From an optimization exercise on the open Yosys and OpenROAD flow, aimed at small area, a short achievable clock period and few clock cycles per item; shortcuts taken in it are not production practice. Function was checked by simulation only, so behaviour that the tests miss may differ from the original. No activity file was given, so power comes from the tool's default toggle rates.

run A:
// fpadder
module fpadder (output logic [31:0] sum, output logic ready,
                input logic [31:0] a, input logic clock, nreset);
    logic [1:0] state;
    always_ff @(posedge clock, negedge nreset)
        if (!nreset) state <= 2'b00;
        else         state <= {state[1] ^ state[0], state[1] | ~state[0]};
    assign ready = state[1] & state[0];
    logic load;
    assign load = state[1] & ~state[0];
    logic [31:0] n;
    always_ff @(posedge clock) n <= a;
    logic [7:0]  em, en;
    logic [22:0] fm, fn;
    logic        sm, sn;
    assign {sm, em, fm} = a;
    assign {sn, en, fn} = n;
    logic nan_m, nan_n, inf_m, inf_n, sg, ege, flip;
    logic [8:0]  dmn;
    logic [7:0]  dnm, d;
    logic [23:0] bg, sml, shifted;
    logic [24:0] s1;
    logic [25:0] sum26;
    logic        nan1, inf1, sign1;
    logic [7:0]  exp1;
    always_comb begin
        nan_m = (em == 8'hff) & (fm != 0);
        nan_n = (en == 8'hff) & (fn != 0);
        inf_m = (em == 8'hff) & (fm == 0);
        inf_n = (en == 8'hff) & (fn == 0);
        sg    = (sm == sn);
        dmn   = {1'b0, em} - {1'b0, en};
        dnm   = en - em;
        ege   = ~dmn[8];
        d     = ege ? dmn[7:0] : dnm;
        bg    = ege ? {1'b1, fm} : {1'b1, fn};
        sml   = ege ? {1'b1, fn} : {1'b1, fm};
        shifted = (d[7:5] != 0) ? 24'b0 : (sml >> d[4:0]);
        flip  = ~sg & (em == en) & (fm < fn);
        sum26 = {({1'b0, bg} ^ {25{flip}}), 1'b1} + {({1'b0, shifted} ^ {25{~sg & ~flip}}), ~sg};
        s1    = sum26[25:1];
        exp1  = ege ? em : en;
        sign1 = (ege & ~flip) ? sm : sn;
        nan1  = nan_m | nan_n;
        inf1  = (inf_m | inf_n) & ~(inf_m & inf_n & ~sg);
    end
    logic [24:0] s;
    logic [7:0]  e;
    logic        sgn, nan, inf;
    always_ff @(posedge clock)
        if (load) begin
  ...
Settings: LEC_CHECK=0, ABC_AREA=1, CAP_MARGIN=20, CORE_MARGIN=2, CORE_UTILIZATION=65, SLEW_MARGIN=20; clock period 20.0 ns.
standard.sh (not shown) runs the stock make flow with config.mk's settings and CLKGATE_MAP_FILE= SYNTH_SCRIPT=/design/flow/synth_recipe.tcl, a recipe that flattens the netlist after the stock synthesis.
==> flow/flow/run.sh <==
#!/bin/bash
# Standard ORFS flow (the standard.sh) with two changes to how the layout
# is made: repair_timing is asked to leave a setup margin, so that it shortens
# the critical path well below the clock period, and the port buffers use a
# plain buffer cell instead of the delay cell buffer_ports picks by default.
set -uo pipefail
bash standard.sh SETUP_SLACK_MARGIN=11 "BUFFER_PORTS_ARGS=-buffer_cell sky130_fd_sc_hd__buf_2" finish > standard.log 2>&1
The final layout from run A, which completed every stage, passed the timing, DRC and antenna checks at the end of the flow.
Testbench counts of run A, summed over its fixed seeds: cycles 9,600, items 3,200.
## Diff of input files: run B against run A
- swapping 65 for 40 in CORE_UTILIZATION
-- flow/flow/run.sh --
<<< run A, line 5
# plain buffer cell instead of the delay cell buffer_ports picks by default.
set -uo pipefail
bash standard.sh SETUP_SLACK_MARGIN=11 "BUFFER_PORTS_ARGS=-buffer_cell sky130_fd_sc_hd__buf_2" finish > standard.log 2>&1
>>> run B, line 5
# plain buffer cell instead of the delay cell buffer_ports picks by default.
set -uo pipefail
bash standard.sh SETUP_SLACK_MARGIN=12 "BUFFER_PORTS_ARGS=-buffer_cell sky130_fd_sc_hd__buf_2" finish > standard.log 2>&1
Results
Of run B and run A, run B shows the higher met3 wire length, with run A below it.
Run A -> run B: highest achievable clock rate increased by a few percent
Of the two values seen for critical path endpoint, sum[30] was produced by run B and s[23]$_DFFE_PP_ by run A.
Summary: with run A as the reference, cell area in run B moved up by more than 10%.
Going from run A to run B, share of cell area taken by multi-input logic gates shows a reduction of 3.4 points; clock network fraction of design power lost 5.1 points.
## Diff of input files: run C against run B
-- flow/flow/run.sh --
<<< run B, line 5
# plain buffer cell instead of the delay cell buffer_ports picks by default.
set -uo pipefail
bash standard.sh SETUP_SLACK_MARGIN=12 "BUFFER_PORTS_ARGS=-buffer_cell sky130_fd_sc_hd__buf_2" finish > standard.log 2>&1
>>> run C, line 5
# plain buffer cell instead of the delay cell buffer_ports picks by default.
set -uo pipefail
bash standard.sh SETUP_SLACK_MARGIN=10 "BUFFER_PORTS_ARGS=-buffer_cell sky130_fd_sc_hd__buf_2" finish > standard.log 2>&1
## What came out
Of the two values seen for highest-delay cell along the critical path, edfxtp_1 was produced by run B and fa_1 by run C.
The fmax in run C was lower than what run B gave.
There was hardly any difference in hold slack between run C and run B.
Delta (run C minus run B): worst path buffer plus inverter count went down, number of cells in the design after placement held, post-CTS repair timing setup buffer count went down, clock power saw little to no change.
Count of cell instances traversed by the critical path down 2 in run C wrt run B
Comparing run B and run C, the higher peak fanout along the critical path is on run C.
Combined area of the multi-input logic cells (run C / run B): 0.840
Looking only at average vias per placed instance, and setting everything else aside, the lower value of run B and run C goes to run C.
Routed wire length per instance sits lower in run C than in run B.
Inputs modified between run C and run D:
- clearing ABC_AREA, which used to be 1
==> flow/flow/run.sh <==
#!/bin/bash
# Standard ORFS flow, with repair_timing asked to leave a setup margin so
# that it shortens the critical path well below the clock period.
set -uo pipefail
bash standard.sh SETUP_SLACK_MARGIN=10 finish > standard.log 2>&1
Notes after the runs:
Relative to run C, final wirelength decreased by about 7% in run D. Compared with run C, run D shows net switching power that has gone down by a few percent. When the final numbers for run D and run C were put side by side, the die area turned out to be smaller in run D. Run D vs run C: floorplan core area down by a few percent. Looking at most common library cell in the layout ignoring fill and taps, the a21oi_1 result is from run D; the nand2_1 one comes from run C. Relative to run C, the overall power measured on run D has increased by more than 10%. [compare] base=run C new=run D: worst-case setup margin in the final layout fell by 340 ps; number of cells produced by synthesis lower.
For run E, these inputs were changed with respect to run D:
- putting ABC_AREA at 1 where nothing was set
==> flow/flow/run.sh <==
#!/bin/bash
# Standard ORFS flow, with repair_timing asked to leave a setup margin so
# that it shortens the critical path well below the clock period.
set -uo pipefail
bash standard.sh SETUP_SLACK_MARGIN=11 finish > standard.log 2>&1
[summary]
The synthesis-to-layout area growth number comes out higher for run E vs run D. The lower overall power consumption came out of run E. Combinational power, run E and run D: lower on run E. Going from run D to run E, worst setup margin saw an increase; non-filler instance count after layout climbed about 30%; buffering overhead saw an increase; global-route wire length before repair +17%. Run E ended up with clkdlybuf4s50_1 as its cell with the largest stage delay on the worst path; run D ended up with or4_1.
Inputs modified between run E and run F:
==> flow/flow/run.sh <==
#!/bin/bash
# Standard ORFS flow (the standard.sh) with two changes to how the layout
# is made: repair_timing is asked to leave a setup margin, so that it shortens
# the critical path well below the clock period, and the port buffers use a
# plain buffer cell instead of the delay cell buffer_ports picks by default.
set -uo pipefail
bash standard.sh SETUP_SLACK_MARGIN=10 "BUFFER_PORTS_ARGS=-buffer_cell sky130_fd_sc_hd__buf_1" finish > standard.log 2>&1
### Flow results
- Run E → run F: leakage power decreased by about 8% relative to the old numbers, net switching power decreased by about 2% relative to the old numbers.
- Ratio of final minimum period to clock period was higher in run F than in run E.
- The portion of total power attributed to combinational logic number comes out higher for run E vs run F.
- Reported for run F and run E, number of violations of the max-capacitance limit turned out identical to the last digit.
- Actual transition at the worst max-transition pin: run F higher than run E
- Delta (run F minus run E): clock share of power picked up an extra 2.2 points, number of buffers between clock root and the deepest sink flat, final cell count decreased by 2.0% relative to the old numbers, global routing usage on met2 fell by 0.15 points, utilization down 4.4 points.

afterwards: timing with drivers on the ports:
The results above use ideal ports. As a check the final layouts listed here were re-extracted and re-timed, cells and wires unchanged.
Step 1 sets driving cells, clkbuf_16 on the clock port and buf_2 on the other inputs (assumed; they add their load-dependent delay and slew).
Step 2 moves the port delays by t, midway between the first and last clock arrival at a register: inputs arrive t later, outputs are due t later. That takes back most of the time a late clock gives input paths.
Slacks: ideal ports / drivers / drivers and shift; pairs: ideal ports / drivers.
run | t, ns | setup slack, ns | worst setup path at the end | latest minus earliest clock arrival (ns) | worst data-port slew with drivers (ns)
run A | 0.396 | 11.305 / 11.327 / 10.931 | input to register | 0.013 / 0.012 | 0.04
run B | 0.402 | 11.733 / 11.687 / 11.636 | input to register | 0.017 / 0.018 | 0.05
run C | 0.396 | 10.582 / 10.595 / 10.208 | input to register | 0.017 / 0.017 | 0.03
run D | 0.391 | 10.239 / 10.194 / 9.872 | input to register | 0.012 / 0.011 | 0.03
run E | 0.390 | 11.266 / 11.286 / 10.898 | input to register | 0.016 / 0.016 | 0.04
run F | 0.393 | 10.540 / 10.559 / 10.166 | input to register | 0.014 / 0.014 | 0.04
After both steps every run listed still meets setup and hold.
